This is an optimization exercise on Yosys and OpenROAD, whose aim is small area, not a production implementation. Only simulation tests tie the RTL to the original design; equivalence was not proved. In this run the design's own scripts or RTL, not TritonCTS, make the clock network. The clock input has no modelled driver; a real chip could not lean on it and would need a root buffer or a full tree. Power figures rest on the tool's default switching activity, not on a simulated workload.

<file path="config.mk">
export PLATFORM = sky130hd
export DESIGN_NAME = top
export DESIGN_NICKNAME = top
export VERILOG_FILES = /design/flow/design.v
export SDC_FILE = /design/flow/constraint.sdc
export NUM_CORES = 4
export LEC_CHECK = 0
export ABC_AREA = 1
export CAP_MARGIN = 20
export CORE_MARGIN = 2
export CORE_UTILIZATION = 40
export SLEW_MARGIN = 20
</file>
<file path="flow/manual_cts.tcl">
# Clock tree of one level: the clock port drives a few clock buffers, each
# feeding the registers of one placement cluster. Sourced as the PRE_CTS hook;
# it stands in for clock_tree_synthesis, and the rest of the CTS step (placement
# legalisation, timing repair) runs unchanged.
proc manual_clock_tree {nbuf bufname} {
  set block [ord::get_db_block]
  set net [$block findNet mclk]
  set master [[ord::get_db] findMaster $bufname]
  set sinks {}
  foreach it [$net getITerms] {
    lappend sinks $it
  }
  # positions
  set pts {}
  foreach it $sinks {
    set bb [[$it getInst] getBBox]
    lappend pts [list [expr {([$bb xMin] + [$bb xMax]) / 2.0}] [expr {([$bb yMin] + [$bb yMax]) / 2.0}]]
  }
  set n [llength $pts]
  # k-means, seeded by sorting on x then splitting evenly
  set order [lsort -real -index 0 $pts]
  set cents {}
  for {set k 0} {$k < $nbuf} {incr k} {
    set idx [expr {int(($k + 0.5) * $n / $nbuf)}]
    lappend cents [lindex $order $idx]
  }
  set cap [expr {int(ceil(double($n) / $nbuf)) + 2}]
  for {set iter 0} {$iter < 30} {incr iter} {
    # balanced assignment: greedy by distance with capacity
    set pairs {}
    for {set i 0} {$i < $n} {incr i} {
      set p [lindex $pts $i]
      for {set k 0} {$k < $nbuf} {incr k} {
        set c [lindex $cents $k]
        set d [expr {abs([lindex $p 0] - [lindex $c 0]) + abs([lindex $p 1] - [lindex $c 1])}]
        lappend pairs [list $d $i $k]
      }
    }
    set pairs [lsort -real -index 0 $pairs]
    set assign [lrepeat $n -1]
    set cnt [lrepeat $nbuf 0]
    foreach pr $pairs {
      lassign $pr d i k
      if {[lindex $assign $i] >= 0} continue
      if {[lindex $cnt $k] >= $cap} continue
      lset assign $i $k
      lset cnt $k [expr {[lindex $cnt $k] + 1}]
    }
    set sx [lrepeat $nbuf 0.0]; set sy [lrepeat $nbuf 0.0]
    for {set i 0} {$i < $n} {incr i} {
      set k [lindex $assign $i]; set p [lindex $pts $i]
      lset sx $k [expr {[lindex $sx $k] + [lindex $p 0]}]
      lset sy $k [expr {[lindex $sy $k] + [lindex $p 1]}]
    }
    set cents {}
    for {set k 0} {$k < $nbuf} {incr k} {
      set c [expr {max(1, [lindex $cnt $k])}]
      lappend cents [list [expr {[lindex $sx $k] / $c}] [expr {[lindex $sy $k] / $c}]]
    }
  }
  for {set k 0} {$k < $nbuf} {incr k} {
    set inst [odb::dbInst_create $block $master "clkbuf_leaf_$k"]
    set onet [odb::dbNet_create $block "clknet_leaf_$k"]
    $onet setSigType CLOCK
    [$inst findITerm A] connect $net
    [$inst findITerm X] connect $onet
    set c [lindex $cents $k]
    $inst setLocation [expr {int([lindex $c 0])}] [expr {int([lindex $c 1])}]
    $inst setPlacementStatus PLACED
    set bufs($k) $onet
  }
  for {set i 0} {$i < $n} {incr i} {
    set it [lindex $sinks $i]
    $it disconnect
    $it connect $bufs([lindex $assign $i])
  }
  puts "manual clock tree: $n sinks, $nbuf buffers ($bufname), cluster sizes $cnt"
  global_connect
  set_propagated_clock [all_clocks]
}

rename clock_tree_synthesis orfs_clock_tree_synthesis
proc clock_tree_synthesis {args} {
  manual_clock_tree $::env(MANUAL_CTS_NBUF) $::env(MANUAL_CTS_BUF)
}
</file>
<file path="standard.sh">
#!/bin/bash
# synth_recipe.tcl (not shown) runs the flow's synth.tcl, then flattens the netlist and writes it again
# the make line also repeats each setting of config.mk as NAME=value (left out here)
make -C /OpenROAD-flow-scripts/flow DESIGN_CONFIG=/design/flow/config.mk WORK_HOME=/design/flow/orfs CLKGATE_MAP_FILE= SYNTH_SCRIPT=/design/flow/synth_recipe.tcl "${@:-finish}"
</file>
<file path="constraint.sdc">
create_clock -name core_clock -period 10.0 [get_ports {mclk}]
set_input_delay 2.0000 -clock core_clock [delete_from_list [all_inputs] [get_ports {mclk}]]
set_output_delay 2.0000 -clock core_clock [all_outputs]
set_load 0.01 [all_outputs]
</file>
<file path="design.v">
module top(
  input  wire       mclk,
  input  wire       rst,
  input  wire [3:0] switch_in,
  output wire [6:0] SEG1,  
  output wire [6:0] SEG2,  
  output wire [6:0] SEG3,  
  output wire [6:0] SEG4,  
  output wire [6:0] SEG5,  
  output wire [6:0] SEG6,  
  output wire [7:0] LED
);
localparam [18:0] POL1 = 19'h2aaaa;
localparam [17:0] POL2 = 18'h2aaaa;
reg [18:0] r1;
reg        h1;
reg [17:0] r2;
reg        h2;
wire [18:0] x1 = r1 ^ POL1;
wire [17:0] x2 = r2 ^ POL2;
wire t1 = (r1 == (19'h32971 ^ POL1));
wire t2 = (r2 == (18'h01d62 ^ POL2));
wire tick1 = t1 & ~h1;
wire tick2 = t2 & ~h2;
wire [18:0] n1 = (rst | t1) ? 19'd0 : {x1[17:0], ~(x1[18] ^ x1[5])};
wire [17:0] n2 = (rst | t2) ? 18'd0 : {x2[16:0], ~(x2[17] ^ x2[6])};
always @(posedge mclk) begin
  r1 <= n1 ^ POL1;
  r2 <= n2 ^ POL2;
  if (rst | t1) h1 <= ~rst & ~h1;
  if (rst | t2) h2 <= ~rst & ~h2;
end
reg [3:0] s1n, s2, s3n, B;
wire [3:0] rise = s2 & s3n;
wire [3:0] fall = ~s3n & ~s2;
wire [3:0] rsel = {rise[3] & ~|rise[2:0], rise[2] & ~|rise[1:0], rise[1] & ~rise[0], rise[0]};
wire [3:0] fsel = {fall[3] & ~|fall[2:0], fall[2] & ~|fall[1:0], fall[1] & ~fall[0], fall[0]} & {4{~|rise}};
wire [3:0] press = rsel & ~B;
always @(posedge mclk) begin
  if (rst) begin
    s1n <= 4'hf; s2 <= 4'd0; s3n <= 4'hf; B <= 4'd0;
  end else begin
    s1n <= ~switch_in; s2 <= ~s1n; s3n <= ~s2;
    B <= (B | rsel) & ~fsel;
  end
end
function [2:0] cinc;
  input [2:0] c;
  cinc = {(c[2] & ~c[1]) | (c[1] & c[0]), (c[0] & ~c[1]) | (c[1] & ~c[0] & ~c[2]), ~c[0] & ~(c[2] & c[1])};
endfunction
reg m1, m2;           
reg [2:0] ct, ca;     
reg E;
always @(posedge mclk) begin
  if (rst | press[0]) begin m1 <= ~rst & ~m1 & ~m2; m2 <= ~rst & m1; end
  if (rst | (press[1] & m1)) ct <= cinc(ct) & {3{~rst}};
  if (rst | (press[1] & m2)) ca <= cinc(ca) & {3{~rst}};
  if (rst | press[3]) E <= ~rst & ~E;
end
function [3:0] inc10;
  input [3:0] d;
  inc10 = {(d[3] & ~d[0]) | (d[2] & d[1] & d[0]), d[2] ^ (d[1] & d[0]), d[1] ^ (d[0] & ~d[3]), ~d[0]};
endfunction
function [2:0] inc6;
  input [2:0] d;
  inc6 = {(d[2] & ~d[0]) | (d[1] & d[0]), d[1] ^ (d[0] & ~d[2]), ~d[0]};
endfunction
function [18:0] step;
  input [18:0] x;
  input [2:0]  c;
  input        en;
  reg [3:0] s, m, h;
  reg [2:0] s10, m10;
  reg h10, cy;
  begin
    {h10, h, m10, m, s10, s} = x;
    cy = en & (c == 3'd0);
    if (cy) begin cy = s[3] & s[0]; s = inc10(s); end
    cy = cy | (en & (c == 3'd1));
    if (cy) begin cy = s10[2] & s10[0]; s10 = inc6(s10); end
    cy = cy | (en & (c == 3'd2));
    if (cy) begin cy = m[3] & m[0]; m = inc10(m); end
    cy = cy | (en & (c == 3'd3));
    if (cy) begin cy = m10[2] & m10[0]; m10 = inc6(m10); end
    cy = cy | (en & (c == 3'd4));
    if (cy) begin
      if (h[3] & h[0]) begin h = 4'd0; h10 = ~h10; end
      else if (h10 & ~h[3] & ~h[2] & ~h[1] & h[0]) begin h = 4'd0; h10 = 1'b0; end
      else h = inc10(h);
    end
    if (en & (c == 3'd5)) h10 = ~h10;
    step = {h10, h, m10, m, s10, s};
  end
endfunction
reg [18:0] P, T, A;
wire [18:0] V = m1 ? T : (m2 ? A : P);
wire [2:0]  scur = m1 ? ct : (m2 ? ca : 3'd0);
wire        sen = (m1 | m2) ? press[2] : tick1;
wire [18:0] W = step(V, scur, sen) & {19{~rst}};    
always @(posedge mclk) begin
  if (rst | (~m1 & ~m2)) P <= W;
  else if (tick1 & m1)   P <= V;
  if (rst | m1) T <= W;
  if (rst | m2) A <= W;
end
wire s_ge = (P[3] & ~A[3]) | (~(P[3] ^ A[3]) & ((P[2] & ~A[2]) | (~(P[2] ^ A[2]) &
            ((P[1] & ~A[1]) | (~(P[1] ^ A[1]) & (P[0] | ~A[0]))))));
wire ring = E & (P[18:7] == A[18:7]) & (s_ge ? (P[6:4] == A[6:4]) : (P[6:4] == {A[6] ^ (A[5] & A[4]), A[5] ^ A[4], ~A[4]}));
reg K;
always @(posedge mclk) begin
  if (rst | tick2) K <= ~rst & ring & ~K;
end
assign LED = {m1, m2, E, {5{K}}};
wire [2:0]  cur = m1 ? ct : ca;
wire        blk = ~h2 & (m1 | m2);
function [6:0] dec4;
  input [3:0] d;
  begin
  dec4[0] = (~d[0]&~d[2]) | (d[0]&~d[1]&d[2]) | (d[1]&~d[3]) | (~d[1]&d[3]);
  dec4[1] = (~d[0]&~d[1]) | (~d[2]) | (d[0]&d[1]&~d[3]);
  dec4[2] = (~d[1]) | (d[0]&~d[2]) | (d[2]&~d[3]);
  dec4[3] = ~((~d[0]&~d[1]&d[2]) | (d[0]&d[1]&d[2]) | (d[0]&~d[1]&~d[2]&~d[3]));
  dec4[4] = ~((d[0]) | (~d[1]&d[2]));
  dec4[5] = ~((d[0]&d[1]) | (d[1]&~d[2]) | (d[0]&~d[2]&~d[3]));
  dec4[6] = ~((d[0]&d[1]&d[2]) | (~d[1]&~d[2]&~d[3]));
  end
endfunction
function [6:0] dec3;
  input [2:0] d;
  begin
  dec3[0] = ~((~d[0]&d[2]) | (d[0]&~d[1]&~d[2]));
  dec3[1] = (~d[0]&~d[1]) | (~d[2]);
  dec3[2] = (d[0]) | (~d[1]);
  dec3[3] = ~((~d[0]&d[2]) | (d[0]&~d[1]&~d[2]));
  dec3[4] = (~d[0]&~d[2]);
  dec3[5] = ~((d[1]) | (d[0]&~d[2]));
  dec3[6] = (d[1]&~d[2]) | (~d[1]&d[2]);
  end
endfunction
wire [5:0] bd = {6{blk}} & {cur == 3'd5, cur == 3'd4, cur == 3'd3, cur == 3'd2, cur == 3'd1, cur == 3'd0};
assign SEG6 = dec4(V[3:0] | {4{bd[0]}});
assign SEG5 = dec3({V[6] | bd[1], V[5] | bd[1], V[4] & ~bd[1]});
assign SEG4 = dec4(V[10:7] | {4{bd[2]}});
assign SEG3 = dec3({V[13] | bd[3], V[12] | bd[3], V[11] & ~bd[3]});
assign SEG2 = dec4(V[17:14] | {4{bd[4]}});
assign SEG1 = {1'b0, {3{~V[18] & ~bd[5]}}, {2{~bd[5]}}, ~V[18] & ~bd[5]};
endmodule
</file>
<file path="flow/run.sh">
#!/bin/bash
# The standard layout, with two changes:
#  - each port gets the smallest buffer cell (buf_1) as its port buffer;
#  - the clock tree is one level of four clkbuf_16, each driving one
#    placement cluster of registers (flow/manual_cts.tcl), in place of the
#    H-tree that clock_tree_synthesis builds.
# All of make's output goes to standard.log in this folder.
here=$(pwd)
export BUFFER_PORTS_ARGS="-buffer_cell sky130_fd_sc_hd__buf_1"
export PRE_CTS_TCL="$here/flow/manual_cts.tcl"
export MANUAL_CTS_NBUF=4
export MANUAL_CTS_BUF=sky130_fd_sc_hd__clkbuf_16
bash standard.sh > standard.log 2>&1
</file>
==> run summary <==
chip width: 127.0 um
Static Leak: 0.002623 uW
final period utilization: 0.5140
Distinct cells, synth: 44
Detail Route Antenna Nets: 0
Hold Path Origin: s1n[1]
Ports: 56
Synth-to-Final Area Change: 5.869%
later-pin clock latency in the skew report: 0.18 ns
Crit path required time: 8.00 ns
first-pass iteration count of the detailed router: 4
prevailing post-synth register cell: edfxtp_1
number of synthesized flops with an enable pin: 69
share of cells above drive strength 1: 0.06426
largest net degree at the start of global routing: 40
drt drc: 0
Synth area leader: edfxtp_1
Post-Syn Area: 6055 um^2
CP Launch Type: flop
Peak VDD IR: 0.1115 mV
CORE AREA: 14,640 um^2
gpl congestion: 0.8561
HP Class: reg2reg
synth cell count leaders: 144 x nand2_1, 82 x inv_1, 82 x nor2_1
WHS Path Cells: 1
slew margin rel.: 0.3326
vias in the first global route: 4,429
max-cap viol count: 0
initial antenna violation count: 0
CTS clock-pin slew for the worst setup and hold paths: 0.12 ns
Post-CTS Setup Bufs: 0
drt wl/cell: 14.90 um
syn_area_per_cell: 8.456 um^2
WL final: 13,870 um
Fin Setup TNS: 0 ns
CP Capture Type: primary output
top cells by area, synth: edfxtp_1 34%, dfxtp_1 18%, nand2_1 8.9%, inv_1 5.1%, nor2_1 5.1%
Final HPWL DP: 9876 um
number of fill cells in the layout: 1,455
crit path DAT: 3.14 ns
final setup fails: 0
vias per cell: 5.222
Inst Count DP: 927
initial core utilization: 0.4134
Setup Skew: 0.01265 ns
number of port buffers: 54
chip height: 127.0 um
syn nets: 726
Power Density: 172.1 nW/um^2
ys async rst share: 0
max frequency: 0.1945 GHz
first-pass GRT wire length: 22,360 um
R2R cell count: 17
total die area: 16,140 um^2
reg-to-reg endpoint: P[12]
Seq/Total Area, Yosys: 0.5175
Vias: 4,862
Reg2Reg Setup Slack: 6.86 ns
Min-Delay Endpoint: s2[1]
type of the worst setup path: reg2out
RR Startpoint: m1
Post-CTS Hold Fix Bufs: 0
Yosys warning total: 1
final net count: 759
RSZ-0062 raised after global routing: no
worst slew pin tran: 0.9987 ns
initial DRC count: 331
fin cells: 931
Final Slew Violations: 0
Std-Cell Rows: 44
final core area utilization: 0.4377
status: complete, no violations
Yosys top cell area share: 0.3422
GRT Total Usage: 0.1678
CP max FO: 39
cells after synthesis: 716
Yosys reg bits: 122
final number of hold-violating endpoints: 0
top-count cell post-synth: nand2_1
grt ovf: 0
antenna cells: 0
CTS resizes: 0
minimum clock period: 5.140 ns
## worst max-delay path: stages (launching register included)
cell and delay, ns:
edfxtp_1 0.63, inv_2 0.66, nand2_1 0.20, nand2_4 0.13, inv_1 0.07, nor2_1 0.13, nand3_1 0.23, inv_1 0.22
nor2_1 0.09, nand2_1 0.08, nor2_1 0.04, a221oi_1 0.21, o21ai_0 0.12, buf_1 0.14
## cells by family after synthesis
logic type / Yosys count / synth area share
AND/OR/NAND/NOR: 311 / 0.2263
AO/OA/AOI/OAI: 141 / 0.1352
buffers and inverters: 124 / 0.09341
flip-flops: 122 / 0.5175
XOR/XNOR: 13 / 0.01881
adder cells (fa/ha/maj): 4 / 0.008267
other: 1 / 0.0006194
## power breakdown
group / leakage [uW] / total [uW] / switching (uW) / internal (uW)
Sequential: 0.00116 / 605 / 24.3 / 581
Clock: 0.0000493 / 198 / 124 / 74.6
Combinational: 0.00141 / 300 / 207 / 93.1
Total: 0.00262 / 1100 / 355 / 749
## metal layers
metal  vias up  global-route usage  wire length, um
met5         -                   0                0
met1      2276              0.2300             6284
li1       2441                   -                -
met4         0             0.02844              239
met2       127              0.2938             6533
met3        18             0.01717              816
## registers in the layout, indices dropped and copies added, names as in the netlist, 3 cells and up
register and cells:
ca 3, r1 19, s1n 4, s2 4, ct 3, P 19, B 4, r2 18
s3n 4, A 19, T 19
## placed cells by master (no fill, tap or decap), drive strengths merged, types with 4 or more instances in the layout
cell type  instances
dfxtp             53
o211ai             8
a31oi              4
a221oi             5
nor3              12
nand3b             4
nand4              8
inv               89
nand2            159
o22ai             10
edfxtp            69
xor2               8
ha                 4
nand3             33
o21ai             76
nor4               4
xnor2              5
nor2              87
clkbuf             4
a21oi             28
buf               59
## stage by stage
step / worst slack, ns / area (um^2) / total power (uW) / hold slack, ns
finish: 4.860 / 6410 / 1103 / 0.3844
global route: 4.567 / 6410 / 1163 / 0.4044
CTS: 4.898 / 6410 / 1106 / 0.3859
detailed placement: 5.109 / 6310 / 915.1 / 0.3687
global placement: 5.196 / 6310 / 905.8 / 0.3676
floorplan: 6.026 / 6055 / 835.4 / 0.3627
## final cells by class
cell class | count | area (um^2) | share of cell area
Tap cell | 184 | 230.2 | 0.03592
Inverter | 92 | 345.3 | 0.05387
Buffer | 4 | 100.1 | 0.01562
Timing Repair Buffer | 59 | 240.2 | 0.03748
Sequential cell | 122 | 3133 | 0.4888
Multi-Input combinational cell | 470 | 2361 | 0.3683
## worst max-delay path by stage
stage | to | cells after the start | start | slack, ns
global placement | SEG2[0] | 13 | m1 | 5.20
CTS | SEG2[3] | 12 | m1 | 4.90
global route | SEG2[3] | 12 | m1 | 4.57
finish | SEG2[0] | 13 | m1 | 4.86
detailed placement | SEG2[3] | 12 | m1 | 5.11
floorplan | SEG5[3] | 13 | m1 | 6.03

re-timing with driven ports:
Ports are ideal in the flow. The routed layout listed here was re-timed in OpenROAD.
Step 1 assumes that a clkbuf_16 drives the clock port and a buf_2 every other input.
Step 2 times the ports against the registers' clock, not the clock port: input delays grow and output delays shrink by t, the midpoint of the rising clock arrivals with the driver on.
Three values: ideal ports, drivers, drivers and shift; two values: the first two.
t, ns: 0.259
setup WS [ns]: 4.860 / 4.773 / 5.032
worst setup path after step 2: register to output
slew at the worst register clock pin (ns): 0.12 / 0.12
After both steps setup and hold are still met in this run. The setup slack of this run moves by -0.087 ns with the drivers and by +0.172 ns with both steps.
